What follows belongs to an exercise in optimizing a design on an open flow for small area, a short achievable clock period and few clock cycles; a production flow would make more cautious choices. At most, simulation tests tie the RTL to the original design; equivalence was not proved. No functional check of the RTL was part of run 1. Power and IR drop assume default switching activity.

==> flow/design.v (outline; a module is shown in full before it is edited, if it fits) <==
// module conv: 2326 lines
// module top_set: 94 lines
module top_set #(
	parameter N = 64	 
)(
	input			clk,
	input			rst_n,
	input[7:0]		input_axi_data,
	input			input_axi_keep,
	input			input_axi_last,
	input			input_axi_valid,
	input			output_axi_ready,
	input signed[7:0]	coe_00_in,
	input signed[7:0]	coe_01_in,
	input signed[7:0]	coe_02_in,
	input signed[7:0]	coe_10_in,
	input signed[7:0]	coe_11_in,
	input signed[7:0]	coe_12_in,
	input signed[7:0]	coe_20_in,
	input signed[7:0]	coe_21_in,
	input signed[7:0]	coe_22_in,
	output			input_axi_ready,
	output[7:0]		output_axi_data,
	output			output_axi_valid,
	output			output_axi_last,
	output			output_axi_keep,
	output			sc1_window_en
);
  // ...
==> flow/run.sh <==
#!/bin/bash
# synth_recipe.tcl (not shown) runs the flow's synth.tcl, then flattens the netlist and writes it again
# the make line also repeats each setting of config.mk as NAME=value (left out here)
make -C /OpenROAD-flow-scripts/flow DESIGN_CONFIG=/design/flow/config.mk WORK_HOME=/design/flow/orfs CLKGATE_MAP_FILE= SYNTH_SCRIPT=/design/flow/synth_recipe.tcl finish
==> flow/config.mk <==
export PLATFORM = sky130hd
export DESIGN_NAME = top_set
export DESIGN_NICKNAME = top_set
export VERILOG_FILES = /design/flow/design.v
export SDC_FILE = /design/flow/constraint.sdc
export NUM_CORES = 4
export LEC_CHECK = 0
export ABC_CLOCK_PERIOD_IN_PS = 3000
export CAP_MARGIN = 20
export CORE_MARGIN = 2
export CORE_UTILIZATION = 40
export SETUP_SLACK_MARGIN = 4.0
export SLEW_MARGIN = 20
==> flow/constraint.sdc <==
create_clock -name core_clock -period 7.0 [get_ports {clk}]
set_input_delay 1.4000 -clock core_clock [delete_from_list [all_inputs] [get_ports {clk}]]
set_output_delay 1.4000 -clock core_clock [all_outputs]
set_load 0.01 [all_outputs]
==> results.sh, run 1 <==
export IMPL_cts_hold_buf=0
export IMPL_rrSetupSlack_ns=3.67
export IMPL_die_w_um=331
export IMPL_nets=3834
export IMPL_worstPathCellList="inv_4, ha_4, buf_6, a222oi_1, mux2i_1, a21oi_1, o32a_1, nor2_4, ha_4, buf_4, a31o_4, a31oi_4, buf_6, buf_6, xnor2_2"
export IMPL_cts_buffer_depth=3
export IMPL_setup_tns_ns=0
export IMPL_synth_xor_area_frac=0.0553
export IMPL_crit_path_top_delay_cell="a222oi_1"
export IMPL_fill_cells=9258
export IMPL_synth_mux_area_frac=0.0160
export IMPL_final_common_cell="dfxtp_1"
export IMPL_endpoint_kind="register"
export IMPL_grt_pass1_vias=23100
export IMPL_gp_congestion=0.901
export IMPL_final_cell_mix="dfxtp_1 (1234), inv_1 (233), fa_1 (202)"
export IMPL_nClkBuffers=166
export IMPL_drive_above_1_share=0.228
export IMPL_num_tap_cells=1403
export IMPL_dr_pass1_iters=5
export IMPL_hold_viol=0
export IMPL_start_util=0.402
export IMPL_htreeDepth=3
export IMPL_fin_area_sq_um=51800
export IMPL_buffer_area_frac=0.0445
export IMPL_cp_data_arrival_time_ns=3.93
export IMPL_ff_latch_area_sq_um=26300
export IMPL_maxSlewViolCount=0
export IMPL_status="finished clean"
export IMPL_tightest_slew_ns=1.04
export IMPL_synthAdderAreaFrac=0.161
export IMPL_vias=22600
export IMPL_drtIter0Drc=1755
export IMPL_crit_path_end="u_conv.sreg[5]$_DFF_PN0_"
export IMPL_io_pins=99
export IMPL_crit_start="u[0]$_DFFE_PN1N_"
export IMPL_placed_area_sq_um=45000
export IMPL_root_buffer="clkbuf_16"
export IMPL_leakage_nw=21.2
export IMPL_hp_start="d[127][0]$_DFF_P_"
export IMPL_cp_depth=15
export IMPL_swShare=0.300
export IMPL_met2WireLength_um=42500
==> module top_set, before the edit <==
module top_set #(
	parameter N = 64	 
)(
	input			clk,
	input			rst_n,
	input[7:0]		input_axi_data,
	input			input_axi_keep,
	input			input_axi_last,
	input			input_axi_valid,
	input			output_axi_ready,
	input signed[7:0]	coe_00_in,
	input signed[7:0]	coe_01_in,
	input signed[7:0]	coe_02_in,
	input signed[7:0]	coe_10_in,
	input signed[7:0]	coe_11_in,
	input signed[7:0]	coe_12_in,
	input signed[7:0]	coe_20_in,
	input signed[7:0]	coe_21_in,
	input signed[7:0]	coe_22_in,
	output			input_axi_ready,
	output[7:0]		output_axi_data,
	output			output_axi_valid,
	output			output_axi_last,
	output			output_axi_keep,
	output			sc1_window_en
);
assign input_axi_ready = 1'b1;
assign sc1_window_en = input_axi_valid;
assign output_axi_keep = 1'b1;
reg [7:0] d [0:2*N+2];
integer k;
always @(posedge clk) begin
	d[0] <= input_axi_data;
	for (k = 1; k <= 2*N+2; k = k + 1)
		d[k] <= d[k-1];
end
reg [12:0] u;
always @(posedge clk or negedge rst_n) begin
	if (~rst_n)
		u <= N - 1;
	else if (~(u[12] & u[7] & u[6]))
		u <= u + 1'b1;
end
wire [6:0] urow = u[12:6];	 
wire [5:0] ucol = u[5:0];	 
wire ntop   = (urow != 7'd2);	 
wire nmid   = (urow < 7'd66);	 
wire nbot   = (urow < 7'd65);	 
wire nleft  = (ucol != 6'd0);
wire nright = (ucol != 6'd63);
reg [8:0] m;
always @(posedge clk) begin
	m <= {nbot & nright, nbot, nbot & nleft,
	      nmid & nright, nmid, nmid & nleft,
	      ntop & nright, ntop, ntop & nleft};
end
reg [7:0] c00, c01, c02, c10, c11, c12, c20, c21, c22;
always @(posedge clk) begin
	c00 <= coe_00_in; c01 <= coe_01_in; c02 <= coe_02_in;
	c10 <= coe_10_in; c11 <= coe_11_in; c12 <= coe_12_in;
	c20 <= coe_20_in; c21 <= coe_21_in; c22 <= coe_22_in;
end
localparam OFF = 2*N + 3;
reg ovalid, olast;
always @(posedge clk or negedge rst_n) begin
	if (~rst_n) begin
		ovalid <= 1'b0;
		olast  <= 1'b0;
	end else begin
		ovalid <= (u >= OFF) && (u <= OFF + N*N + 1);
		olast  <= (u == OFF + N*N - 2);
	end
end
wire [6:0] y;
conv u_conv (
	.clk (clk),
	.rst_n (rst_n),
	.sacc (u[12:4] == 9'd4 && u[3:0] <= 4'd8),
	.sel (u[3:0]),
	.px0 (d[2*N+2]), .px1 (d[2*N+1]), .px2 (d[2*N]),
	.px3 (d[N+2]),   .px4 (d[N+1]),   .px5 (d[N]),
	.px6 (d[2]),     .px7 (d[1]),     .px8 (d[0]),
	.co0 (c00), .co1 (c01), .co2 (c02),
	.co3 (c10), .co4 (c11), .co5 (c12),
	.co6 (c20), .co7 (c21), .co8 (c22),
	.m0 (m[0]), .m1 (m[1]), .m2 (m[2]),
	.m3 (m[3]), .m4 (m[4]), .m5 (m[5]),
	.m6 (m[6]), .m7 (m[7]), .m8 (m[8]),
	.y (y)
);
assign output_axi_data  = {1'b0, y};
assign output_axi_valid = ovalid;
assign output_axi_last  = olast;
endmodule
==> run 2, diff against run 1 <==
--- a/flow/design.v
+++ b/flow/design.v
@@ -16,153 +16,265 @@
   input [7:0] co1,
   input [7:0] co2,
   input [7:0] co3,
   input [7:0] co4,
   input [7:0] co5,
   input [7:0] co6,
   input [7:0] co7,
   input [7:0] co8,
-  input m0,
-  input m1,
-  input m2,
-  input m3,
-  input m4,
-  input m5,
-  input m6,
-  input m7,
-  input m8,
+  input mn0,
+  input mn1,
+  input mn2,
+  input mn3,
+  input mn4,
+  input mn5,
+  input mn6,
+  input mn7,
+  input mn8,
   output reg [6:0] y
 );
-wire one0_0 = (co0[0] ^ 1'b0) & m0;
-wire two0_0 = ((co0[1] & ~co0[0] & ~1'b0) | (~co0[1] & co0[0] & 1'b0)) & m0;
-wire neg0_0 = co0[1] & ~(co0[0] & 1'b0);
-wire one0_1 = (co0[2] ^ co0[1]) & m0;
-wire two0_1 = ((co0[3] & ~co0[2] & ~co0[1]) | (~co0[3] & co0[2] & co0[1])) & m0;
-wire neg0_1 = co0[3] & ~(co0[2] & co0[1]);
-wire one0_2 = (co0[4] ^ co0[3]) & m0;
-wire two0_2 = ((co0[5] & ~co0[4] & ~co0[3]) | (~co0[5] & co0[4] & co0[3])) & m0;
-wire neg0_2 = co0[5] & ~(co0[4] & co0[3]);
-wire one0_3 = (co0[6] ^ co0[5]) & m0;
-wire two0_3 = ((co0[7] & ~co0[6] & ~co0[5]) | (~co0[7] & co0[6] & co0[5])) & m0;
-wire neg0_3 = co0[7] & ~(co0[6] & co0[5]);
-wire one1_0 = (co1[0] ^ 1'b0) & m1;
-wire two1_0 = ((co1[1] & ~co1[0] & ~1'b0) | (~co1[1] & co1[0] & 1'b0)) & m1;
-wire neg1_0 = co1[1] & ~(co1[0] & 1'b0);
-wire one1_1 = (co1[2] ^ co1[1]) & m1;
-wire two1_1 = ((co1[3] & ~co1[2] & ~co1[1]) | (~co1[3] & co1[2] & co1[1])) & m1;
-wire neg1_1 = co1[3] & ~(co1[2] & co1[1]);
-wire one1_2 = (co1[4] ^ co1[3]) & m1;
-wire two1_2 = ((co1[5] & ~co1[4] & ~co1[3]) | (~co1[5] & co1[4] & co1[3])) & m1;
-wire neg1_2 = co1[5] & ~(co1[4] & co1[3]);
-wire one1_3 = (co1[6] ^ co1[5]) & m1;
-wire two1_3 = ((co1[7] & ~co1[6] & ~co1[5]) | (~co1[7] & co1[6] & co1[5])) & m1;
-wire neg1_3 = co1[7] & ~(co1[6] & co1[5]);
-wire one2_0 = (co2[0] ^ 1'b0) & m2;
-wire two2_0 = ((co2[1] & ~co2[0] & ~1'b0) | (~co2[1] & co2[0] & 1'b0)) & m2;
-wire neg2_0 = co2[1] & ~(co2[0] & 1'b0);
-wire one2_1 = (co2[2] ^ co2[1]) & m2;
-wire two2_1 = ((co2[3] & ~co2[2] & ~co2[1]) | (~co2[3] & co2[2] & co2[1])) & m2;
-wire neg2_1 = co2[3] & ~(co2[2] & co2[1]);
-wire one2_2 = (co2[4] ^ co2[3]) & m2;
-wire two2_2 = ((co2[5] & ~co2[4] & ~co2[3]) | (~co2[5] & co2[4] & co2[3])) & m2;
-wire neg2_2 = co2[5] & ~(co2[4] & co2[3]);
-wire one2_3 = (co2[6] ^ co2[5]) & m2;
-wire two2_3 = ((co2[7] & ~co2[6] & ~co2[5]) | (~co2[7] & co2[6] & co2[5])) & m2;
-wire neg2_3 = co2[7] & ~(co2[6] & co2[5]);
-wire one3_0 = (co3[0] ^ 1'b0) & m3;
-wire two3_0 = ((co3[1] & ~co3[0] & ~1'b0) | (~co3[1] & co3[0] & 1'b0)) & m3;
-wire neg3_0 = co3[1] & ~(co3[0] & 1'b0);
-wire one3_1 = (co3[2] ^ co3[1]) & m3;
-wire two3_1 = ((co3[3] & ~co3[2] & ~co3[1]) | (~co3[3] & co3[2] & co3[1])) & m3;
-wire neg3_1 = co3[3] & ~(co3[2] & co3[1]);
-wire one3_2 = (co3[4] ^ co3[3]) & m3;
-wire two3_2 = ((co3[5] & ~co3[4] & ~co3[3]) | (~co3[5] & co3[4] & co3[3])) & m3;
-wire neg3_2 = co3[5] & ~(co3[4] & co3[3]);
-wire one3_3 = (co3[6] ^ co3[5]) & m3;
-wire two3_3 = ((co3[7] & ~co3[6] & ~co3[5]) | (~co3[7] & co3[6] & co3[5])) & m3;
-wire neg3_3 = co3[7] & ~(co3[6] & co3[5]);
-wire one4_0 = (co4[0] ^ 1'b0) & m4;
-wire two4_0 = ((co4[1] & ~co4[0] & ~1'b0) | (~co4[1] & co4[0] & 1'b0)) & m4;
-wire neg4_0 = co4[1] & ~(co4[0] & 1'b0);
-wire one4_1 = (co4[2] ^ co4[1]) & m4;
-wire two4_1 = ((co4[3] & ~co4[2] & ~co4[1]) | (~co4[3] & co4[2] & co4[1])) & m4;
-wire neg4_1 = co4[3] & ~(co4[2] & co4[1]);
-wire one4_2 = (co4[4] ^ co4[3]) & m4;
-wire two4_2 = ((co4[5] & ~co4[4] & ~co4[3]) | (~co4[5] & co4[4] & co4[3])) & m4;
-wire neg4_2 = co4[5] & ~(co4[4] & co4[3]);
-wire one4_3 = (co4[6] ^ co4[5]) & m4;
-wire two4_3 = ((co4[7] & ~co4[6] & ~co4[5]) | (~co4[7] & co4[6] & co4[5])) & m4;
-wire neg4_3 = co4[7] & ~(co4[6] & co4[5]);
-wire one5_0 = (co5[0] ^ 1'b0) & m5;
-wire two5_0 = ((co5[1] & ~co5[0] & ~1'b0) | (~co5[1] & co5[0] & 1'b0)) & m5;
-wire neg5_0 = co5[1] & ~(co5[0] & 1'b0);
-wire one5_1 = (co5[2] ^ co5[1]) & m5;
-wire two5_1 = ((co5[3] & ~co5[2] & ~co5[1]) | (~co5[3] & co5[2] & co5[1])) & m5;
-wire neg5_1 = co5[3] & ~(co5[2] & co5[1]);
-wire one5_2 = (co5[4] ^ co5[3]) & m5;
-wire two5_2 = ((co5[5] & ~co5[4] & ~co5[3]) | (~co5[5] & co5[4] & co5[3])) & m5;
-wire neg5_2 = co5[5] & ~(co5[4] & co5[3]);
-wire one5_3 = (co5[6] ^ co5[5]) & m5;
-wire two5_3 = ((co5[7] & ~co5[6] & ~co5[5]) | (~co5[7] & co5[6] & co5[5])) & m5;
-wire neg5_3 = co5[7] & ~(co5[6] & co5[5]);
-wire one6_0 = (co6[0] ^ 1'b0) & m6;
-wire two6_0 = ((co6[1] & ~co6[0] & ~1'b0) | (~co6[1] & co6[0] & 1'b0)) & m6;
-wire neg6_0 = co6[1] & ~(co6[0] & 1'b0);
-wire one6_1 = (co6[2] ^ co6[1]) & m6;
-wire two6_1 = ((co6[3] & ~co6[2] & ~co6[1]) | (~co6[3] & co6[2] & co6[1])) & m6;
-wire neg6_1 = co6[3] & ~(co6[2] & co6[1]);
-wire one6_2 = (co6[4] ^ co6[3]) & m6;
-wire two6_2 = ((co6[5] & ~co6[4] & ~co6[3]) | (~co6[5] & co6[4] & co6[3])) & m6;
-wire neg6_2 = co6[5] & ~(co6[4] & co6[3]);
-wire one6_3 = (co6[6] ^ co6[5]) & m6;
-wire two6_3 = ((co6[7] & ~co6[6] & ~co6[5]) | (~co6[7] & co6[6] & co6[5])) & m6;
-wire neg6_3 = co6[7] & ~(co6[6] & co6[5]);
-wire one7_0 = (co7[0] ^ 1'b0) & m7;
-wire two7_0 = ((co7[1] & ~co7[0] & ~1'b0) | (~co7[1] & co7[0] & 1'b0)) & m7;
-wire neg7_0 = co7[1] & ~(co7[0] & 1'b0);
-wire one7_1 = (co7[2] ^ co7[1]) & m7;
-wire two7_1 = ((co7[3] & ~co7[2] & ~co7[1]) | (~co7[3] & co7[2] & co7[1])) & m7;
-wire neg7_1 = co7[3] & ~(co7[2] & co7[1]);
-wire one7_2 = (co7[4] ^ co7[3]) & m7;
-wire two7_2 = ((co7[5] & ~co7[4] & ~co7[3]) | (~co7[5] & co7[4] & co7[3])) & m7;
-wire neg7_2 = co7[5] & ~(co7[4] & co7[3]);
-wire one7_3 = (co7[6] ^ co7[5]) & m7;
-wire two7_3 = ((co7[7] & ~co7[6] & ~co7[5]) | (~co7[7] & co7[6] & co7[5])) & m7;
-wire neg7_3 = co7[7] & ~(co7[6] & co7[5]);
-wire one8_0 = (co8[0] ^ 1'b0) & m8;
-wire two8_0 = ((co8[1] & ~co8[0] & ~1'b0) | (~co8[1] & co8[0] & 1'b0)) & m8;
-wire neg8_0 = co8[1] & ~(co8[0] & 1'b0);
-wire one8_1 = (co8[2] ^ co8[1]) & m8;
-wire two8_1 = ((co8[3] & ~co8[2] & ~co8[1]) | (~co8[3] & co8[2] & co8[1])) & m8;
-wire neg8_1 = co8[3] & ~(co8[2] & co8[1]);
-wire one8_2 = (co8[4] ^ co8[3]) & m8;
-wire two8_2 = ((co8[5] & ~co8[4] & ~co8[3]) | (~co8[5] & co8[4] & co8[3])) & m8;
-wire neg8_2 = co8[5] & ~(co8[4] & co8[3]);
-wire one8_3 = (co8[6] ^ co8[5]) & m8;
-wire two8_3 = ((co8[7] & ~co8[6] & ~co8[5]) | (~co8[7] & co8[6] & co8[5])) & m8;
-wire neg8_3 = co8[7] & ~(co8[6] & co8[5]);
+reg one0_0, two0_0, neg0_0;
+always @(posedge clk) begin
+  one0_0 <= (co0[0] ^ 1'b0) & mn0;
+  two0_0 <= ((co0[1] & ~co0[0] & ~1'b0) | (~co0[1] & co0[0] & 1'b0)) & mn0;
+  neg0_0 <= co0[1] & ~(co0[0] & 1'b0);
+end
+reg one0_1, two0_1, neg0_1;
+always @(posedge clk) begin
+  one0_1 <= (co0[2] ^ co0[1]) & mn0;
+  two0_1 <= ((co0[3] & ~co0[2] & ~co0[1]) | (~co0[3] & co0[2] & co0[1])) & mn0;
+  neg0_1 <= co0[3] & ~(co0[2] & co0[1]);
+end
+reg one0_2, two0_2, neg0_2;
+always @(posedge clk) begin
+  one0_2 <= (co0[4] ^ co0[3]) & mn0;
+  two0_2 <= ((co0[5] & ~co0[4] & ~co0[3]) | (~co0[5] & co0[4] & co0[3])) & mn0;
+  neg0_2 <= co0[5] & ~(co0[4] & co0[3]);
+end
+reg one0_3, two0_3, neg0_3;
+always @(posedge clk) begin
+  one0_3 <= (co0[6] ^ co0[5]) & mn0;
+  two0_3 <= ((co0[7] & ~co0[6] & ~co0[5]) | (~co0[7] & co0[6] & co0[5])) & mn0;
+  neg0_3 <= co0[7] & ~(co0[6] & co0[5]);
+end
+reg one1_0, two1_0, neg1_0;
+always @(posedge clk) begin
+  one1_0 <= (co1[0] ^ 1'b0) & mn1;
+  two1_0 <= ((co1[1] & ~co1[0] & ~1'b0) | (~co1[1] & co1[0] & 1'b0)) & mn1;
+  neg1_0 <= co1[1] & ~(co1[0] & 1'b0);
+end
+reg one1_1, two1_1, neg1_1;
+always @(posedge clk) begin
+  one1_1 <= (co1[2] ^ co1[1]) & mn1;
+  two1_1 <= ((co1[3] & ~co1[2] & ~co1[1]) | (~co1[3] & co1[2] & co1[1])) & mn1;
+  neg1_1 <= co1[3] & ~(co1[2] & co1[1]);
+end
+reg one1_2, two1_2, neg1_2;
+always @(posedge clk) begin
+  one1_2 <= (co1[4] ^ co1[3]) & mn1;
+  two1_2 <= ((co1[5] & ~co1[4] & ~co1[3]) | (~co1[5] & co1[4] & co1[3])) & mn1;
+  neg1_2 <= co1[5] & ~(co1[4] & co1[3]);
+end
+reg one1_3, two1_3, neg1_3;
+always @(posedge clk) begin
+  one1_3 <= (co1[6] ^ co1[5]) & mn1;
+  two1_3 <= ((co1[7] & ~co1[6] & ~co1[5]) | (~co1[7] & co1[6] & co1[5])) & mn1;
+  neg1_3 <= co1[7] & ~(co1[6] & co1[5]);
+end
+reg one2_0, two2_0, neg2_0;
+always @(posedge clk) begin
+  one2_0 <= (co2[0] ^ 1'b0) & mn2;
+  two2_0 <= ((co2[1] & ~co2[0] & ~1'b0) | (~co2[1] & co2[0] & 1'b0)) & mn2;
+  neg2_0 <= co2[1] & ~(co2[0] & 1'b0);
+end
+reg one2_1, two2_1, neg2_1;
+always @(posedge clk) begin
+  one2_1 <= (co2[2] ^ co2[1]) & mn2;
+  two2_1 <= ((co2[3] & ~co2[2] & ~co2[1]) | (~co2[3] & co2[2] & co2[1])) & mn2;
+  neg2_1 <= co2[3] & ~(co2[2] & co2[1]);
+end
+reg one2_2, two2_2, neg2_2;
+always @(posedge clk) begin
+  one2_2 <= (co2[4] ^ co2[3]) & mn2;
+  two2_2 <= ((co2[5] & ~co2[4] & ~co2[3]) | (~co2[5] & co2[4] & co2[3])) & mn2;
+  neg2_2 <= co2[5] & ~(co2[4] & co2[3]);
+end
+reg one2_3, two2_3, neg2_3;
+always @(posedge clk) begin
+  one2_3 <= (co2[6] ^ co2[5]) & mn2;
+  two2_3 <= ((co2[7] & ~co2[6] & ~co2[5]) | (~co2[7] & co2[6] & co2[5])) & mn2;
+  neg2_3 <= co2[7] & ~(co2[6] & co2[5]);
+end
+reg one3_0, two3_0, neg3_0;
+always @(posedge clk) begin
+  one3_0 <= (co3[0] ^ 1'b0) & mn3;
+  two3_0 <= ((co3[1] & ~co3[0] & ~1'b0) | (~co3[1] & co3[0] & 1'b0)) & mn3;
+  neg3_0 <= co3[1] & ~(co3[0] & 1'b0);
+end
+reg one3_1, two3_1, neg3_1;
+always @(posedge clk) begin
+  one3_1 <= (co3[2] ^ co3[1]) & mn3;
+  two3_1 <= ((co3[3] & ~co3[2] & ~co3[1]) | (~co3[3] & co3[2] & co3[1])) & mn3;
+  neg3_1 <= co3[3] & ~(co3[2] & co3[1]);
+end
+reg one3_2, two3_2, neg3_2;
+always @(posedge clk) begin
+  one3_2 <= (co3[4] ^ co3[3]) & mn3;
+  two3_2 <= ((co3[5] & ~co3[4] & ~co3[3]) | (~co3[5] & co3[4] & co3[3])) & mn3;
+  neg3_2 <= co3[5] & ~(co3[4] & co3[3]);
+end
+reg one3_3, two3_3, neg3_3;
+always @(posedge clk) begin
+  one3_3 <= (co3[6] ^ co3[5]) & mn3;
+  two3_3 <= ((co3[7] & ~co3[6] & ~co3[5]) | (~co3[7] & co3[6] & co3[5])) & mn3;
+  neg3_3 <= co3[7] & ~(co3[6] & co3[5]);
+end
+reg one4_0, two4_0, neg4_0;
+always @(posedge clk) begin
+  one4_0 <= (co4[0] ^ 1'b0) & mn4;
+  two4_0 <= ((co4[1] & ~co4[0] & ~1'b0) | (~co4[1] & co4[0] & 1'b0)) & mn4;
+  neg4_0 <= co4[1] & ~(co4[0] & 1'b0);
+end
+reg one4_1, two4_1, neg4_1;
+always @(posedge clk) begin
+  one4_1 <= (co4[2] ^ co4[1]) & mn4;
+  two4_1 <= ((co4[3] & ~co4[2] & ~co4[1]) | (~co4[3] & co4[2] & co4[1])) & mn4;
+  neg4_1 <= co4[3] & ~(co4[2] & co4[1]);
+end
+reg one4_2, two4_2, neg4_2;
+always @(posedge clk) begin
+  one4_2 <= (co4[4] ^ co4[3]) & mn4;
+  two4_2 <= ((co4[5] & ~co4[4] & ~co4[3]) | (~co4[5] & co4[4] & co4[3])) & mn4;
+  neg4_2 <= co4[5] & ~(co4[4] & co4[3]);
+end
+reg one4_3, two4_3, neg4_3;
+always @(posedge clk) begin
+  one4_3 <= (co4[6] ^ co4[5]) & mn4;
+  two4_3 <= ((co4[7] & ~co4[6] & ~co4[5]) | (~co4[7] & co4[6] & co4[5])) & mn4;
+  neg4_3 <= co4[7] & ~(co4[6] & co4[5]);
+end
+reg one5_0, two5_0, neg5_0;
+always @(posedge clk) begin
+  one5_0 <= (co5[0] ^ 1'b0) & mn5;
+  two5_0 <= ((co5[1] & ~co5[0] & ~1'b0) | (~co5[1] & co5[0] & 1'b0)) & mn5;
+  neg5_0 <= co5[1] & ~(co5[0] & 1'b0);
+end
+reg one5_1, two5_1, neg5_1;
+always @(posedge clk) begin
+  one5_1 <= (co5[2] ^ co5[1]) & mn5;
+  two5_1 <= ((co5[3] & ~co5[2] & ~co5[1]) | (~co5[3] & co5[2] & co5[1])) & mn5;
+  neg5_1 <= co5[3] & ~(co5[2] & co5[1]);
+end
+reg one5_2, two5_2, neg5_2;
+always @(posedge clk) begin
+  one5_2 <= (co5[4] ^ co5[3]) & mn5;
+  two5_2 <= ((co5[5] & ~co5[4] & ~co5[3]) | (~co5[5] & co5[4] & co5[3])) & mn5;
+  neg5_2 <= co5[5] & ~(co5[4] & co5[3]);
+end
+reg one5_3, two5_3, neg5_3;
+always @(posedge clk) begin
+  one5_3 <= (co5[6] ^ co5[5]) & mn5;
+  two5_3 <= ((co5[7] & ~co5[6] & ~co5[5]) | (~co5[7] & co5[6] & co5[5])) & mn5;
+  neg5_3 <= co5[7] & ~(co5[6] & co5[5]);
+end
+reg one6_0, two6_0, neg6_0;
+always @(posedge clk) begin
+  one6_0 <= (co6[0] ^ 1'b0) & mn6;
+  two6_0 <= ((co6[1] & ~co6[0] & ~1'b0) | (~co6[1] & co6[0] & 1'b0)) & mn6;
+  neg6_0 <= co6[1] & ~(co6[0] & 1'b0);
+end
+reg one6_1, two6_1, neg6_1;
+always @(posedge clk) begin
+  one6_1 <= (co6[2] ^ co6[1]) & mn6;
+  two6_1 <= ((co6[3] & ~co6[2] & ~co6[1]) | (~co6[3] & co6[2] & co6[1])) & mn6;
+  neg6_1 <= co6[3] & ~(co6[2] & co6[1]);
+end
+reg one6_2, two6_2, neg6_2;
+always @(posedge clk) begin
+  one6_2 <= (co6[4] ^ co6[3]) & mn6;
+  two6_2 <= ((co6[5] & ~co6[4] & ~co6[3]) | (~co6[5] & co6[4] & co6[3])) & mn6;
+  neg6_2 <= co6[5] & ~(co6[4] & co6[3]);
+end
+reg one6_3, two6_3, neg6_3;
+always @(posedge clk) begin
+  one6_3 <= (co6[6] ^ co6[5]) & mn6;
+  two6_3 <= ((co6[7] & ~co6[6] & ~co6[5]) | (~co6[7] & co6[6] & co6[5])) & mn6;
+  neg6_3 <= co6[7] & ~(co6[6] & co6[5]);
+end
+reg one7_0, two7_0, neg7_0;
+always @(posedge clk) begin
+  one7_0 <= (co7[0] ^ 1'b0) & mn7;
+  two7_0 <= ((co7[1] & ~co7[0] & ~1'b0) | (~co7[1] & co7[0] & 1'b0)) & mn7;
+  neg7_0 <= co7[1] & ~(co7[0] & 1'b0);
+end
+reg one7_1, two7_1, neg7_1;
+always @(posedge clk) begin
+  one7_1 <= (co7[2] ^ co7[1]) & mn7;
+  two7_1 <= ((co7[3] & ~co7[2] & ~co7[1]) | (~co7[3] & co7[2] & co7[1])) & mn7;
+  neg7_1 <= co7[3] & ~(co7[2] & co7[1]);
+end
+reg one7_2, two7_2, neg7_2;
+always @(posedge clk) begin
+  one7_2 <= (co7[4] ^ co7[3]) & mn7;
+  two7_2 <= ((co7[5] & ~co7[4] & ~co7[3]) | (~co7[5] & co7[4] & co7[3])) & mn7;
+  neg7_2 <= co7[5] & ~(co7[4] & co7[3]);
+end
+reg one7_3, two7_3, neg7_3;
+always @(posedge clk) begin
+  one7_3 <= (co7[6] ^ co7[5]) & mn7;
+  two7_3 <= ((co7[7] & ~co7[6] & ~co7[5]) | (~co7[7] & co7[6] & co7[5])) & mn7;
+  neg7_3 <= co7[7] & ~(co7[6] & co7[5]);
+end
+reg one8_0, two8_0, neg8_0;
+always @(posedge clk) begin
+  one8_0 <= (co8[0] ^ 1'b0) & mn8;
+  two8_0 <= ((co8[1] & ~co8[0] & ~1'b0) | (~co8[1] & co8[0] & 1'b0)) & mn8;
+  neg8_0 <= co8[1] & ~(co8[0] & 1'b0);
+end
+reg one8_1, two8_1, neg8_1;
+always @(posedge clk) begin
+  one8_1 <= (co8[2] ^ co8[1]) & mn8;
+  two8_1 <= ((co8[3] & ~co8[2] & ~co8[1]) | (~co8[3] & co8[2] & co8[1])) & mn8;
+  neg8_1 <= co8[3] & ~(co8[2] & co8[1]);
+end
+reg one8_2, two8_2, neg8_2;
+always @(posedge clk) begin
+  one8_2 <= (co8[4] ^ co8[3]) & mn8;
+  two8_2 <= ((co8[5] & ~co8[4] & ~co8[3]) | (~co8[5] & co8[4] & co8[3])) & mn8;
+  neg8_2 <= co8[5] & ~(co8[4] & co8[3]);
+end
+reg one8_3, two8_3, neg8_3;
+always @(posedge clk) begin
+  one8_3 <= (co8[6] ^ co8[5]) & mn8;
+  two8_3 <= ((co8[7] & ~co8[6] & ~co8[5]) | (~co8[7] & co8[6] & co8[5])) & mn8;
+  neg8_3 <= co8[7] & ~(co8[6] & co8[5]);
+end
 reg [3:0] nsel;
 always @* begin
   case (sel)
     4'd0: nsel = {neg0_3, neg0_2, neg0_1, neg0_0};
     4'd1: nsel = {neg1_3, neg1_2, neg1_1, neg1_0};
     4'd2: nsel = {neg2_3, neg2_2, neg2_1, neg2_0};
     4'd3: nsel = {neg3_3, neg3_2, neg3_1, neg3_0};
     4'd4: nsel = {neg4_3, neg4_2, neg4_1, neg4_0};
     4'd5: nsel = {neg5_3, neg5_2, neg5_1, neg5_0};
     4'd6: nsel = {neg6_3, neg6_2, neg6_1, neg6_0};
     4'd7: nsel = {neg7_3, neg7_2, neg7_1, neg7_0};
     4'd8: nsel = {neg8_3, neg8_2, neg8_1, neg8_0};
     default: nsel = 4'd0;
   endcase
 end
-wire [3:0] nadd = nsel & {4{sacc}};
+reg [3:0] nadd;
 reg [9:0] sreg;
 always @(posedge clk or negedge rst_n) begin
+  if (~rst_n) nadd <= 4'd0;
+  else nadd <= nsel & {4{sacc}};
+end
+always @(posedge clk or negedge rst_n) begin
   if (~rst_n) sreg <= 10'd0;
   else sreg <= sreg + {3'd0, nadd[3], 1'b0, nadd[2], 1'b0, nadd[1], 1'b0, nadd[0]};
 end
 wire pp1;
 wire pp2;
 wire pp3;
 wire pp4;
 wire pp5;
@@ -1882,219 +1994,219 @@
 assign s765 = c672 ^ s673 ^ s675;
 assign c766 = (c672 & s673) | (c672 & s675) | (s673 & s675);
 assign s767 = c674 ^ c676 ^ c678;
 assign c768 = (c674 & c676) | (c674 & c678) | (c676 & c678);
 assign s769 = c680 ^ c682 ^ s683;
 assign c770 = (c680 & c682) | (c680 & s683) | (c682 & s683);
 reg [100:0] r1;
 always @(posedge clk) begin
-  r1[0] <= s541;
-  r1[1] <= s685;
-  r1[2] <= c686;
-  r1[3] <= s687;
-  r1[4] <= s549;
-  r1[5] <= s551;
-  r1[6] <= c688;
-  r1[7] <= s689;
-  r1[8] <= s691;
-  r1[9] <= s559;
-  r1[10] <= c690;
-  r1[11] <= c692;
-  r1[12] <= s693;
-  r1[13] <= s695;
-  r1[14] <= s697;
-  r1[15] <= c694;
-  r1[16] <= c696;
-  r1[17] <= c698;
-  r1[18] <= s699;
-  r1[19] <= s701;
-  r1[20] <= s703;
-  r1[21] <= s579;
-  r1[22] <= s581;
-  r1[23] <= c700;
-  r1[24] <= c702;
-  r1[25] <= c704;
-  r1[26] <= s705;
-  r1[27] <= s707;
-  r1[28] <= s709;
-  r1[29] <= s711;
-  r1[30] <= s595;
-  r1[31] <= c706;
-  r1[32] <= c708;
-  r1[33] <= c710;
-  r1[34] <= c712;
-  r1[35] <= s713;
-  r1[36] <= s715;
-  r1[37] <= s717;
-  r1[38] <= s719;
-  r1[39] <= s721;
-  r1[40] <= c714;
-  r1[41] <= c716;
-  r1[42] <= c718;
-  r1[43] <= c720;
-  r1[44] <= c722;
-  r1[45] <= s723;
-  r1[46] <= s725;
-  r1[47] <= s727;
-  r1[48] <= s729;
-  r1[49] <= s731;
-  r1[50] <= s627;
-  r1[51] <= c724;
-  r1[52] <= c726;
-  r1[53] <= c728;
-  r1[54] <= c730;
-  r1[55] <= c732;
-  r1[56] <= s733;
-  r1[57] <= s735;
-  r1[58] <= s737;
-  r1[59] <= s739;
-  r1[60] <= s741;
-  r1[61] <= c734;
-  r1[62] <= c736;
-  r1[63] <= c738;
-  r1[64] <= c740;
-  r1[65] <= c742;
-  r1[66] <= s743;
-  r1[67] <= s745;
-  r1[68] <= s747;
-  r1[69] <= s749;
-  r1[70] <= s653;
-  r1[71] <= c744;
-  r1[72] <= c746;
-  r1[73] <= c748;
-  r1[74] <= c750;
-  r1[75] <= s751;
-  r1[76] <= s753;
-  r1[77] <= s755;
-  r1[78] <= s661;
-  r1[79] <= s663;
-  r1[80] <= c752;
-  r1[81] <= c754;
-  r1[82] <= c756;
-  r1[83] <= s757;
-  r1[84] <= s759;
-  r1[85] <= s761;
-  r1[86] <= c758;
-  r1[87] <= c760;
-  r1[88] <= c762;
-  r1[89] <= s763;
-  r1[90] <= s765;
-  r1[91] <= s677;
-  r1[92] <= c764;
-  r1[93] <= c766;
-  r1[94] <= s767;
-  r1[95] <= s679;
-  r1[96] <= s681;
-  r1[97] <= c768;
-  r1[98] <= s769;
-  r1[99] <= c770;
-  r1[100] <= c684;
-end
-wire r1_0 = r1[0];
-wire r1_1 = r1[1];
-wire r1_2 = r1[2];
-wire r1_3 = r1[3];
-wire r1_4 = r1[4];
-wire r1_5 = r1[5];
-wire r1_6 = r1[6];
-wire r1_7 = r1[7];
-wire r1_8 = r1[8];
-wire r1_9 = r1[9];
-wire r1_10 = r1[10];
-wire r1_11 = r1[11];
-wire r1_12 = r1[12];
-wire r1_13 = r1[13];
-wire r1_14 = r1[14];
-wire r1_15 = r1[15];
-wire r1_16 = r1[16];
-wire r1_17 = r1[17];
-wire r1_18 = r1[18];
-wire r1_19 = r1[19];
-wire r1_20 = r1[20];
-wire r1_21 = r1[21];
-wire r1_22 = r1[22];
-wire r1_23 = r1[23];
-wire r1_24 = r1[24];
-wire r1_25 = r1[25];
-wire r1_26 = r1[26];
-wire r1_27 = r1[27];
-wire r1_28 = r1[28];
-wire r1_29 = r1[29];
-wire r1_30 = r1[30];
-wire r1_31 = r1[31];
-wire r1_32 = r1[32];
-wire r1_33 = r1[33];
-wire r1_34 = r1[34];
-wire r1_35 = r1[35];
-wire r1_36 = r1[36];
-wire r1_37 = r1[37];
-wire r1_38 = r1[38];
-wire r1_39 = r1[39];
-wire r1_40 = r1[40];
-wire r1_41 = r1[41];
-wire r1_42 = r1[42];
-wire r1_43 = r1[43];
-wire r1_44 = r1[44];
-wire r1_45 = r1[45];
-wire r1_46 = r1[46];
-wire r1_47 = r1[47];
-wire r1_48 = r1[48];
-wire r1_49 = r1[49];
-wire r1_50 = r1[50];
-wire r1_51 = r1[51];
-wire r1_52 = r1[52];
-wire r1_53 = r1[53];
-wire r1_54 = r1[54];
-wire r1_55 = r1[55];
-wire r1_56 = r1[56];
-wire r1_57 = r1[57];
-wire r1_58 = r1[58];
-wire r1_59 = r1[59];
-wire r1_60 = r1[60];
-wire r1_61 = r1[61];
-wire r1_62 = r1[62];
-wire r1_63 = r1[63];
-wire r1_64 = r1[64];
-wire r1_65 = r1[65];
-wire r1_66 = r1[66];
-wire r1_67 = r1[67];
-wire r1_68 = r1[68];
-wire r1_69 = r1[69];
-wire r1_70 = r1[70];
-wire r1_71 = r1[71];
-wire r1_72 = r1[72];
-wire r1_73 = r1[73];
-wire r1_74 = r1[74];
-wire r1_75 = r1[75];
-wire r1_76 = r1[76];
-wire r1_77 = r1[77];
-wire r1_78 = r1[78];
-wire r1_79 = r1[79];
-wire r1_80 = r1[80];
-wire r1_81 = r1[81];
-wire r1_82 = r1[82];
-wire r1_83 = r1[83];
-wire r1_84 = r1[84];
-wire r1_85 = r1[85];
-wire r1_86 = r1[86];
-wire r1_87 = r1[87];
-wire r1_88 = r1[88];
-wire r1_89 = r1[89];
-wire r1_90 = r1[90];
-wire r1_91 = r1[91];
-wire r1_92 = r1[92];
-wire r1_93 = r1[93];
-wire r1_94 = r1[94];
-wire r1_95 = r1[95];
-wire r1_96 = r1[96];
-wire r1_97 = r1[97];
-wire r1_98 = r1[98];
-wire r1_99 = r1[99];
-wire r1_100 = r1[100];
+  r1[0] <= ~(s541);
+  r1[1] <= ~(s685);
+  r1[2] <= ~(c686);
+  r1[3] <= ~(s687);
+  r1[4] <= ~(s549);
+  r1[5] <= ~(s551);
+  r1[6] <= ~(c688);
+  r1[7] <= ~(s689);
+  r1[8] <= ~(s691);
+  r1[9] <= ~(s559);
+  r1[10] <= ~(c690);
+  r1[11] <= ~(c692);
+  r1[12] <= ~(s693);
+  r1[13] <= ~(s695);
+  r1[14] <= ~(s697);
+  r1[15] <= ~(c694);
+  r1[16] <= ~(c696);
+  r1[17] <= ~(c698);
+  r1[18] <= ~(s699);
+  r1[19] <= ~(s701);
+  r1[20] <= ~(s703);
+  r1[21] <= ~(s579);
+  r1[22] <= ~(s581);
+  r1[23] <= ~(c700);
+  r1[24] <= ~(c702);
+  r1[25] <= ~(c704);
+  r1[26] <= ~(s705);
+  r1[27] <= ~(s707);
+  r1[28] <= ~(s709);
+  r1[29] <= ~(s711);
+  r1[30] <= ~(s595);
+  r1[31] <= ~(c706);
+  r1[32] <= ~(c708);
+  r1[33] <= ~(c710);
+  r1[34] <= ~(c712);
+  r1[35] <= ~(s713);
+  r1[36] <= ~(s715);
+  r1[37] <= ~(s717);
+  r1[38] <= ~(s719);
+  r1[39] <= ~(s721);
+  r1[40] <= ~(c714);
+  r1[41] <= ~(c716);
+  r1[42] <= ~(c718);
+  r1[43] <= ~(c720);
+  r1[44] <= ~(c722);
+  r1[45] <= ~(s723);
+  r1[46] <= ~(s725);
+  r1[47] <= ~(s727);
+  r1[48] <= ~(s729);
+  r1[49] <= ~(s731);
+  r1[50] <= ~(s627);
+  r1[51] <= ~(c724);
+  r1[52] <= ~(c726);
+  r1[53] <= ~(c728);
+  r1[54] <= ~(c730);
+  r1[55] <= ~(c732);
+  r1[56] <= ~(s733);
+  r1[57] <= ~(s735);
+  r1[58] <= ~(s737);
+  r1[59] <= ~(s739);
+  r1[60] <= ~(s741);
+  r1[61] <= ~(c734);
+  r1[62] <= ~(c736);
+  r1[63] <= ~(c738);
+  r1[64] <= ~(c740);
+  r1[65] <= ~(c742);
+  r1[66] <= ~(s743);
+  r1[67] <= ~(s745);
+  r1[68] <= ~(s747);
+  r1[69] <= ~(s749);
+  r1[70] <= ~(s653);
+  r1[71] <= ~(c744);
+  r1[72] <= ~(c746);
+  r1[73] <= ~(c748);
+  r1[74] <= ~(c750);
+  r1[75] <= ~(s751);
+  r1[76] <= ~(s753);
+  r1[77] <= ~(s755);
+  r1[78] <= ~(s661);
+  r1[79] <= ~(s663);
+  r1[80] <= ~(c752);
+  r1[81] <= ~(c754);
+  r1[82] <= ~(c756);
+  r1[83] <= ~(s757);
+  r1[84] <= ~(s759);
+  r1[85] <= ~(s761);
+  r1[86] <= ~(c758);
+  r1[87] <= ~(c760);
+  r1[88] <= ~(c762);
+  r1[89] <= ~(s763);
+  r1[90] <= ~(s765);
+  r1[91] <= ~(s677);
+  r1[92] <= ~(c764);
+  r1[93] <= ~(c766);
+  r1[94] <= ~(s767);
+  r1[95] <= ~(s679);
+  r1[96] <= ~(s681);
+  r1[97] <= ~(c768);
+  r1[98] <= ~(s769);
+  r1[99] <= ~(c770);
+  r1[100] <= ~(c684);
+end
+wire r1_0 = ~r1[0];
+wire r1_1 = ~r1[1];
+wire r1_2 = ~r1[2];
+wire r1_3 = ~r1[3];
+wire r1_4 = ~r1[4];
+wire r1_5 = ~r1[5];
+wire r1_6 = ~r1[6];
+wire r1_7 = ~r1[7];
+wire r1_8 = ~r1[8];
+wire r1_9 = ~r1[9];
+wire r1_10 = ~r1[10];
+wire r1_11 = ~r1[11];
+wire r1_12 = ~r1[12];
+wire r1_13 = ~r1[13];
+wire r1_14 = ~r1[14];
+wire r1_15 = ~r1[15];
+wire r1_16 = ~r1[16];
+wire r1_17 = ~r1[17];
+wire r1_18 = ~r1[18];
+wire r1_19 = ~r1[19];
+wire r1_20 = ~r1[20];
+wire r1_21 = ~r1[21];
+wire r1_22 = ~r1[22];
+wire r1_23 = ~r1[23];
+wire r1_24 = ~r1[24];
+wire r1_25 = ~r1[25];
+wire r1_26 = ~r1[26];
+wire r1_27 = ~r1[27];
+wire r1_28 = ~r1[28];
+wire r1_29 = ~r1[29];
+wire r1_30 = ~r1[30];
+wire r1_31 = ~r1[31];
+wire r1_32 = ~r1[32];
+wire r1_33 = ~r1[33];
+wire r1_34 = ~r1[34];
+wire r1_35 = ~r1[35];
+wire r1_36 = ~r1[36];
+wire r1_37 = ~r1[37];
+wire r1_38 = ~r1[38];
+wire r1_39 = ~r1[39];
+wire r1_40 = ~r1[40];
+wire r1_41 = ~r1[41];
+wire r1_42 = ~r1[42];
+wire r1_43 = ~r1[43];
+wire r1_44 = ~r1[44];
+wire r1_45 = ~r1[45];
+wire r1_46 = ~r1[46];
+wire r1_47 = ~r1[47];
+wire r1_48 = ~r1[48];
+wire r1_49 = ~r1[49];
+wire r1_50 = ~r1[50];
+wire r1_51 = ~r1[51];
+wire r1_52 = ~r1[52];
+wire r1_53 = ~r1[53];
+wire r1_54 = ~r1[54];
+wire r1_55 = ~r1[55];
+wire r1_56 = ~r1[56];
+wire r1_57 = ~r1[57];
+wire r1_58 = ~r1[58];
+wire r1_59 = ~r1[59];
+wire r1_60 = ~r1[60];
+wire r1_61 = ~r1[61];
+wire r1_62 = ~r1[62];
+wire r1_63 = ~r1[63];
+wire r1_64 = ~r1[64];
+wire r1_65 = ~r1[65];
+wire r1_66 = ~r1[66];
+wire r1_67 = ~r1[67];
+wire r1_68 = ~r1[68];
+wire r1_69 = ~r1[69];
+wire r1_70 = ~r1[70];
+wire r1_71 = ~r1[71];
+wire r1_72 = ~r1[72];
+wire r1_73 = ~r1[73];
+wire r1_74 = ~r1[74];
+wire r1_75 = ~r1[75];
+wire r1_76 = ~r1[76];
+wire r1_77 = ~r1[77];
+wire r1_78 = ~r1[78];
+wire r1_79 = ~r1[79];
+wire r1_80 = ~r1[80];
+wire r1_81 = ~r1[81];
+wire r1_82 = ~r1[82];
+wire r1_83 = ~r1[83];
+wire r1_84 = ~r1[84];
+wire r1_85 = ~r1[85];
+wire r1_86 = ~r1[86];
+wire r1_87 = ~r1[87];
+wire r1_88 = ~r1[88];
+wire r1_89 = ~r1[89];
+wire r1_90 = ~r1[90];
+wire r1_91 = ~r1[91];
+wire r1_92 = ~r1[92];
+wire r1_93 = ~r1[93];
+wire r1_94 = ~r1[94];
+wire r1_95 = ~r1[95];
+wire r1_96 = ~r1[96];
+wire r1_97 = ~r1[97];
+wire r1_98 = ~r1[98];
+wire r1_99 = ~r1[99];
+wire r1_100 = ~r1[100];
 assign s771 = r1_2 ^ r1_3 ^ r1_4;
 assign c772 = (r1_2 & r1_3) | (r1_2 & r1_4) | (r1_3 & r1_4);
 assign s773 = r1_6 ^ r1_7 ^ r1_8;
 assign c774 = (r1_6 & r1_7) | (r1_6 & r1_8) | (r1_7 & r1_8);
 assign s775 = r1_10 ^ r1_11 ^ r1_12;
 assign c776 = (r1_10 & r1_11) | (r1_10 & r1_12) | (r1_11 & r1_12);
 assign s777 = r1_13 ^ r1_14 ^ sreg[4];
 assign c778 = (r1_13 & r1_14) | (r1_13 & sreg[4]) | (r1_14 & sreg[4]);
@@ -2249,81 +2361,76 @@
 assign s927 = c904 ^ c906 ^ s907;
 assign c928 = (c904 & c906) | (c904 & s907) | (c906 & s907);
 assign s929 = c908 ^ s909 ^ s831;
 assign c930 = (c908 & s909) | (c908 & s831) | (s909 & s831);
 assign s931 = c912 ^ c884 ^ s885;
 assign c932 = (c912 & c884) | (c912 & s885) | (c884 & s885);
 assign s933 = c914 ^ c840 ^ ~sreg[8];
 assign c934 = (c914 & c840) | (c914 & ~sreg[8]) | (c840 & ~sreg[8]);
-reg [39:0] r2;
+reg [34:0] r2;
 always @(posedge clk) begin
-  r2[0] <= r1_0;
-  r2[1] <= sreg[0];
-  r2[2] <= r1_1;
-  r2[3] <= sreg[1];
-  r2[4] <= s841;
-  r2[5] <= s887;
-  r2[6] <= s915;
-  r2[7] <= c916;
-  r2[8] <= s889;
-  r2[9] <= s783;
-  r2[10] <= c890;
-  r2[11] <= s891;
-  r2[12] <= s917;
-  r2[13] <= sreg[7];
-  r2[14] <= c918;
-  r2[15] <= s919;
-  r2[16] <= s803;
-  r2[17] <= c920;
-  r2[18] <= s921;
-  r2[19] <= s865;
-  r2[20] <= c922;
-  r2[21] <= s923;
-  r2[22] <= c924;
-  r2[23] <= s925;
-  r2[24] <= s905;
-  r2[25] <= c926;
-  r2[26] <= s927;
-  r2[27] <= s879;
-  r2[28] <= c928;
-  r2[29] <= s929;
-  r2[30] <= ~sreg[4];
-  r2[31] <= c930;
-  r2[32] <= c910;
-  r2[33] <= s911;
-  r2[34] <= s931;
-  r2[35] <= c932;
-  r2[36] <= s913;
-  r2[37] <= s933;
-  r2[38] <= c934;
-  r2[39] <= ~sreg[9];
-end
-assign s935 = r2[7] ^ r2[8];
-assign c936 = r2[7] & r2[8];
-assign s937 = r2[10] ^ r2[11];
-assign c938 = r2[10] & r2[11];
-assign s939 = r2[12] ^ r2[13];
-assign c940 = r2[12] & r2[13];
-assign s941 = r2[14] ^ r2[15] ^ r2[16];
-assign c942 = (r2[14] & r2[15]) | (r2[14] & r2[16]) | (r2[15] & r2[16]);
-assign s943 = r2[17] ^ r2[18] ^ r2[19];
-assign c944 = (r2[17] & r2[18]) | (r2[17] & r2[19]) | (r2[18] & r2[19]);
-assign s945 = r2[20] ^ r2[21];
-assign c946 = r2[20] & r2[21];
-assign s947 = r2[22] ^ r2[23] ^ r2[24];
-assign c948 = (r2[22] & r2[23]) | (r2[22] & r2[24]) | (r2[23] & r2[24]);
-assign s949 = r2[25] ^ r2[26] ^ r2[27];
-assign c950 = (r2[25] & r2[26]) | (r2[25] & r2[27]) | (r2[26] & r2[27]);
-assign s951 = r2[28] ^ r2[29] ^ r2[30];
-assign c952 = (r2[28] & r2[29]) | (r2[28] & r2[30]) | (r2[29] & r2[30]);
-assign s953 = r2[31] ^ r2[32] ^ r2[33];
-assign c954 = (r2[31] & r2[32]) | (r2[31] & r2[33]) | (r2[32] & r2[33]);
-wire [19:0] ra = {1'b1, r2[38], r2[37], r2[35], c954, c952, c950, c948, c946, c944, c942, c940, c938, c936, s935, r2[6], r2[5], r2[4], r2[2], r2[0]};
-wire [19:0] rb = {1'b0, r2[39], 1'b0, r2[36], r2[34], s953, s951, s949, s947, s945, s943, s941, s939, s937, r2[9], 1'b0, 1'b0, 1'b0, r2[3], r2[1]};
+  r2[0] <= ~(r1_0);
+  r2[1] <= ~(r1_1);
+  r2[2] <= ~(s841);
+  r2[3] <= ~(s887);
+  r2[4] <= ~(s915);
+  r2[5] <= ~(c916);
+  r2[6] <= ~(s889);
+  r2[7] <= ~(s783);
+  r2[8] <= ~(c890);
+  r2[9] <= ~(s891);
+  r2[10] <= ~(s917);
+  r2[11] <= ~(c918);
+  r2[12] <= ~(s919);
+  r2[13] <= ~(s803);
+  r2[14] <= ~(c920);
+  r2[15] <= ~(s921);
+  r2[16] <= ~(s865);
+  r2[17] <= ~(c922);
+  r2[18] <= ~(s923);
+  r2[19] <= ~(c924);
+  r2[20] <= ~(s925);
+  r2[21] <= ~(s905);
+  r2[22] <= ~(c926);
+  r2[23] <= ~(s927);
+  r2[24] <= ~(s879);
+  r2[25] <= ~(c928);
+  r2[26] <= ~(s929);
+  r2[27] <= ~(c930);
+  r2[28] <= ~(c910);
+  r2[29] <= ~(s911);
+  r2[30] <= ~(s931);
+  r2[31] <= ~(c932);
+  r2[32] <= ~(s913);
+  r2[33] <= ~(s933);
+  r2[34] <= ~(c934);
+end
+assign s935 = ~r2[5] ^ ~r2[6];
+assign c936 = ~r2[5] & ~r2[6];
+assign s937 = ~r2[8] ^ ~r2[9];
+assign c938 = ~r2[8] & ~r2[9];
+assign s939 = ~r2[10] ^ sreg[7];
+assign c940 = ~r2[10] & sreg[7];
+assign s941 = ~r2[11] ^ ~r2[12] ^ ~r2[13];
+assign c942 = (~r2[11] & ~r2[12]) | (~r2[11] & ~r2[13]) | (~r2[12] & ~r2[13]);
+assign s943 = ~r2[14] ^ ~r2[15] ^ ~r2[16];
+assign c944 = (~r2[14] & ~r2[15]) | (~r2[14] & ~r2[16]) | (~r2[15] & ~r2[16]);
+assign s945 = ~r2[17] ^ ~r2[18];
+assign c946 = ~r2[17] & ~r2[18];
+assign s947 = ~r2[19] ^ ~r2[20] ^ ~r2[21];
+assign c948 = (~r2[19] & ~r2[20]) | (~r2[19] & ~r2[21]) | (~r2[20] & ~r2[21]);
+assign s949 = ~r2[22] ^ ~r2[23] ^ ~r2[24];
+assign c950 = (~r2[22] & ~r2[23]) | (~r2[22] & ~r2[24]) | (~r2[23] & ~r2[24]);
+assign s951 = ~r2[25] ^ ~r2[26] ^ ~sreg[4];
+assign c952 = (~r2[25] & ~r2[26]) | (~r2[25] & ~sreg[4]) | (~r2[26] & ~sreg[4]);
+assign s953 = ~r2[27] ^ ~r2[28] ^ ~r2[29];
+assign c954 = (~r2[27] & ~r2[28]) | (~r2[27] & ~r2[29]) | (~r2[28] & ~r2[29]);
+wire [19:0] ra = {1'b1, ~r2[34], ~r2[33], ~r2[31], c954, c952, c950, c948, c946, c944, c942, c940, c938, c936, s935, ~r2[4], ~r2[3], ~r2[2], ~r2[1], ~r2[0]};
+wire [19:0] rb = {1'b0, ~sreg[9], 1'b0, ~r2[32], ~r2[30], s953, s951, s949, s947, s945, s943, s941, s939, s937, ~r2[7], 1'b0, 1'b0, 1'b0, sreg[1], sreg[0]};
 wire [19:0] sum = ra + rb;
 always @(posedge clk) begin
   y <= sum[19] ? 7'd0 : sum[13:7];
 end
 endmodule
 module top_set #(
 	parameter N = 64	 
 )(
@@ -2369,28 +2476,19 @@
 end
 wire [6:0] urow = u[12:6];	 
 wire [5:0] ucol = u[5:0];	 
 wire ntop   = (urow != 7'd2);	 
 wire nmid   = (urow < 7'd66);	 
 wire nbot   = (urow < 7'd65);	 
 wire nleft  = (ucol != 6'd0);
 wire nright = (ucol != 6'd63);
-reg [8:0] m;
-always @(posedge clk) begin
-	m <= {nbot & nright, nbot, nbot & nleft,
-	      nmid & nright, nmid, nmid & nleft,
-	      ntop & nright, ntop, ntop & nleft};
-end
-reg [7:0] c00, c01, c02, c10, c11, c12, c20, c21, c22;
-always @(posedge clk) begin
-	c00 <= coe_00_in; c01 <= coe_01_in; c02 <= coe_02_in;
-	c10 <= coe_10_in; c11 <= coe_11_in; c12 <= coe_12_in;
-	c20 <= coe_20_in; c21 <= coe_21_in; c22 <= coe_22_in;
-end
+wire [8:0] mn = {nbot & nright, nbot, nbot & nleft,
+                 nmid & nright, nmid, nmid & nleft,
+                 ntop & nright, ntop, ntop & nleft};
 localparam OFF = 2*N + 3;
 reg ovalid, olast;
 always @(posedge clk or negedge rst_n) begin
 	if (~rst_n) begin
 		ovalid <= 1'b0;
 		olast  <= 1'b0;
 	end else begin
 		ovalid <= (u >= OFF) && (u <= OFF + N*N + 1);
@@ -2401,20 +2499,20 @@
 conv u_conv (
 	.clk (clk),
 	.rst_n (rst_n),
 	.sacc (u[12:4] == 9'd4 && u[3:0] <= 4'd8),
 	.sel (u[3:0]),
 	.px0 (d[2*N+2]), .px1 (d[2*N+1]), .px2 (d[2*N]),
 	.px3 (d[N+2]),   .px4 (d[N+1]),   .px5 (d[N]),
 	.px6 (d[2]),     .px7 (d[1]),     .px8 (d[0]),
-	.co0 (c00), .co1 (c01), .co2 (c02),
-	.co3 (c10), .co4 (c11), .co5 (c12),
-	.co6 (c20), .co7 (c21), .co8 (c22),
-	.m0 (m[0]), .m1 (m[1]), .m2 (m[2]),
-	.m3 (m[3]), .m4 (m[4]), .m5 (m[5]),
-	.m6 (m[6]), .m7 (m[7]), .m8 (m[8]),
+	.co0 (coe_00_in), .co1 (coe_01_in), .co2 (coe_02_in),
+	.co3 (coe_10_in), .co4 (coe_11_in), .co5 (coe_12_in),
+	.co6 (coe_20_in), .co7 (coe_21_in), .co8 (coe_22_in),
+	.mn0 (mn[0]), .mn1 (mn[1]), .mn2 (mn[2]),
+	.mn3 (mn[3]), .mn4 (mn[4]), .mn5 (mn[5]),
+	.mn6 (mn[6]), .mn7 (mn[7]), .mn8 (mn[8]),
 	.y (y)
 );
 assign output_axi_data  = {1'b0, y};
 assign output_axi_valid = ovalid;
 assign output_axi_last  = olast;
 endmodule
==> flow/config.mk (replaced) <==
export PLATFORM = sky130hd
export DESIGN_NAME = top_set
export DESIGN_NICKNAME = top_set
export VERILOG_FILES = /design/flow/design.v
export SDC_FILE = /design/flow/constraint.sdc
export NUM_CORES = 4
export LEC_CHECK = 0
export CAP_MARGIN = 20
export CORE_MARGIN = 2
export CORE_UTILIZATION = 60
export CTS_BUF_LIST = sky130_fd_sc_hd__clkbuf_8
export CTS_CLUSTER_SIZE = 30
export SETUP_SLACK_MARGIN = 4.1
export SLEW_MARGIN = 20
==> run 2 against run 1 <==
Effect of this change:
- flip-flop and latch count grew 26
- routed wire length fell by 1.8%
- register-to-register slack better by 0.46 ns
- global-route usage increased by 8.7 points
- still clean
- core utilization up 20 points
- largest power group unchanged
- setup slack gained 0.46 ns
- area after synthesis decreased by 0.76%
- critical path type unchanged
==> results.sh, run 2 <==
export IMPL_crit_path_end="u_conv.r1[1]$_DFF_P_"
export IMPL_critPathKind="register to register"
export IMPL_cp_num_buf_inv=0
export IMPL_post_cts_repair_setup_buffers=0
export IMPL_r2r_end="u_conv.r1[1]$_DFF_P_"
export IMPL_clkTransAtPathRegs_ns=0.06
export IMPL_crit_top_cell="fa_1"
export IMPL_critPathRequiredTime_ns=7.70
export IMPL_dr_pass1_iters=6
export IMPL_cpLargestDelayFamily="adder cells"
export IMPL_maxCapViolCount=0
export IMPL_grt_ovfl_total=0
export IMPL_cts_buffer_depth=3
export IMPL_largestRegisters="d (1048), u_conv.r1 (101), u_conv.r2 (35)"
export IMPL_fin_area_sq_um=48000
export IMPL_period_share=0.410
export IMPL_startpoint_type="register"
export IMPL_wl_um=89500
export IMPL_grt_max_degree=30
export IMPL_grt_total_usage=0.254
export IMPL_grt_use_met2=0.405
export IMPL_grt_met1_usage=0.339
export IMPL_async_flop_share=0.0218
export IMPL_ys_seq_area_frac=0.628
export IMPL_antenna_found_initial=4
export IMPL_io_pins=99
export IMPL_syn_avg_cell_area_sq_um=13.4
export IMPL_crit_path_top_delay_cell="fa_1"
export IMPL_placed_area_sq_um=43900
export IMPL_synth_common_cells="dfxtp_1 (1299), fa_1 (310), xor2_1 (283), a22oi_1 (259), inv_1 (228)"
export IMPL_clock_sinks=1328
export IMPL_cts_hold_buf=0
export IMPL_hold_viol=0
export IMPL_area_growth_syn_to_layout_pct=12.7
export IMPL_htreeDepth=4
export IMPL_ir_drop_mv=0.380
export IMPL_syn_instance_count=3178
export IMPL_vias=22100
export IMPL_vias_per_cell=5.09
export IMPL_synth_top_area_share=0.611
export IMPL_largest_register_ffs=1048
export IMPL_crit_fanout=9
export IMPL_ys_types=62
export IMPL_top_register="d"
export IMPL_setup_viol=0
export IMPL_yosysWarningCount=4
export IMPL_core_area_sq_um=70100
export IMPL_tightest_slew_ns=0.896
export IMPL_dieArea_sq_um=73100
export IMPL_setup_tns_ns=0
export IMPL_rows=97
export IMPL_final_cell_mix="dfxtp_1 (1276), fa_1 (310), xor2_1 (283)"
export IMPL_clk_latency_ns=0.84
export IMPL_chipHeight_um=270
export IMPL_grt_pass1_vias=23800
export IMPL_rsz0062_at_grt="yes"
export IMPL_die_w_um=270
export IMPL_clock_fmax_ghz=0.348
export IMPL_drcViolationCount=0
export IMPL_regToRegStartpoint="d[0][1]$_DFF_P_"
export IMPL_worstPathCellList="a22oi_1, xor2_1, fa_1, fa_1, fa_1"
export IMPL_maxSlewViolCount=0
export IMPL_status="finished clean"
export IMPL_leakage_nw=19.9
export IMPL_synthMostInstantiatedCell="dfxtp_1"
export IMPL_max_stage_delay_ns=0.65
export IMPL_start_util=0.607
export IMPL_rrSetupSlack_ns=4.13
export IMPL_synth_top_area_cell="dfxtp_1"
export IMPL_crit_start="d[0][1]$_DFF_P_"
export IMPL_powerDensity_nw_per_um2=419
export IMPL_io_buffer_count=90
export IMPL_ff2ff_path_depth=5
export IMPL_cts_made_buffers=187
export IMPL_synth_top_cells_by_area="dfxtp_1 (61%), fa_1 (15%), xor2_1 (5.8%)"
export IMPL_synth_ff_latch_count=1328
export IMPL_holdCritPathClass="register to register"
export IMPL_drtIter0Drc=1660
export IMPL_met3_usage=0.0597
export IMPL_relSlewSlack=0.402
export IMPL_gp_congestion=0.952
export IMPL_min_period_ns=2.87
export IMPL_postRouteAntennaNets=0
export IMPL_dpl_hpwl_um=64400
export IMPL_ys_flop_type="dfxtp_1"
export IMPL_tritoncts="yes"
export IMPL_total_power_mw=20.1
export IMPL_cp_depth=5
export IMPL_busiest_layer="met2"
export IMPL_fin_worst_skew_ns=0.0759
export IMPL_cp_data_arrival_time_ns=3.58
export IMPL_netlist_area_sq_um=42600
export IMPL_endpoint_kind="register"
export IMPL_root_buffer="clkbuf_8"
export IMPL_drive_above_1_share=0.0968
export IMPL_wl_per_cell_um=20.6
export IMPL_synth_edf_count=0
export IMPL_grt_pass1_wl_um=140000
export IMPL_final_common_cell="dfxtp_1"
export IMPL_nets=3708
## run 2: layout make-up
| type | instances | area, sq um |
|---|---|---|
| Clock inverter | 102 | 922 |
| Sequential cell | 1328 | 26800 |
| Inverter | 228 | 856 |
| Clock buffer | 229 | 3150 |
| Fill cell | 4926 | 22200 |
| Timing Repair Buffer | 92 | 897 |
| Tap cell | 940 | 1180 |
| Antenna cell | 1 | 2.50 |
| Multi-Input combinational cell | 1420 | 14200 |
## run 2: power breakdown
group / switching, mW / internal, mW / total (mW)
logic: 2.97 / 2.20 / 5.16
registers: 0.386 / 8.30 / 8.68
clock network: 2.91 / 3.33 / 6.24
## run 2: metrics by stage
stage / util / setup WS (ns) / instances / hold slack [ns]
3_3_place_gp: 0.625 / 4.07 / 4008 / 0.310
3_5_place_dp: 0.625 / 4.06 / 4008 / 0.312
2_1_floorplan: - / 4.10 / 3179 / 0.310
6_report: 0.684 / 4.13 / 4340 / 0.284
4_1_cts: 0.683 / 3.99 / 4339 / 0.266
5_1_grt: 0.684 / 4.05 / 4340 / 0.282
## run 2: metal layers
metal	up-vias	wire, um
li1	10200	-
met1	11000	38300
met2	706	42600
met3	167	5720
met4	4	2860
met5	-	27
## run 2: how the worst min path moves through the flow
stage / endpoint / slack [ns] / cells after the start / from
after detailed placement: d[122][2]$_DFF_P_ / 0.31 / 0 / d[121][2]$_DFF_P_
after global placement: d[93][1]$_DFF_P_ / 0.31 / 0 / d[92][1]$_DFF_P_
after global routing: d[106][7]$_DFF_P_ / 0.28 / 0 / d[105][7]$_DFF_P_
final: d[109][6]$_DFF_P_ / 0.28 / 0 / d[108][6]$_DFF_P_
after floorplan: d[100][0]$_DFF_P_ / 0.31 / 0 / d[99][0]$_DFF_P_
after CTS: d[109][6]$_DFF_P_ / 0.27 / 0 / d[108][6]$_DFF_P_
## run 2: timing repair
action	in CTS	in global routing
gates resized for setup	15	23
endpoints found under the hold margin	0	0
setup endpoints to repair	12	27
pin swaps	0	0
## run 2: cells by family (layout without fill, tap and decap cells)
kind of cell	after synthesis	count (layout)	share of synthesized area
compound gates	353	353	0.0605
simple gates	356	356	0.0398
mux	1	1	0.000265
flops	1328	1328	0.628
buf+inv	431	651	0.0386
other cells	2	4	0.000176
fa+ha+maj	365	365	0.162
xor+xnor	342	342	0.0704
Testbench counts of run 2, summed over its fixed seeds: cycles 133,344.

==> port drivers added, routing unchanged <==
The flow's constraints put no driver on any port. The routed layouts listed below were extracted and timed again, unchanged, in two steps.
Step 1 sets driving cells, clkbuf_16 on the clock port and buf_2 on the other inputs (assumed; they add their load-dependent delay and slew).
Step 2, shift: input delay + t, output delay - t, t = (earliest + latest rising clock arrival at the registers) / 2. This alone moves slack from input paths to output paths.
a / b / c = no drivers / after step 1 / after step 2; a / b = the first two.
run	t, ns	slack for setup (ns)	latest minus earliest clock arrival (ns)
run 1	0.758	3.666 / 3.667 / 3.667	0.052 / 0.052
run 2	0.875	4.128 / 4.128 / 4.128	0.085 / 0.085
After both steps setup and hold are still met in every run listed.
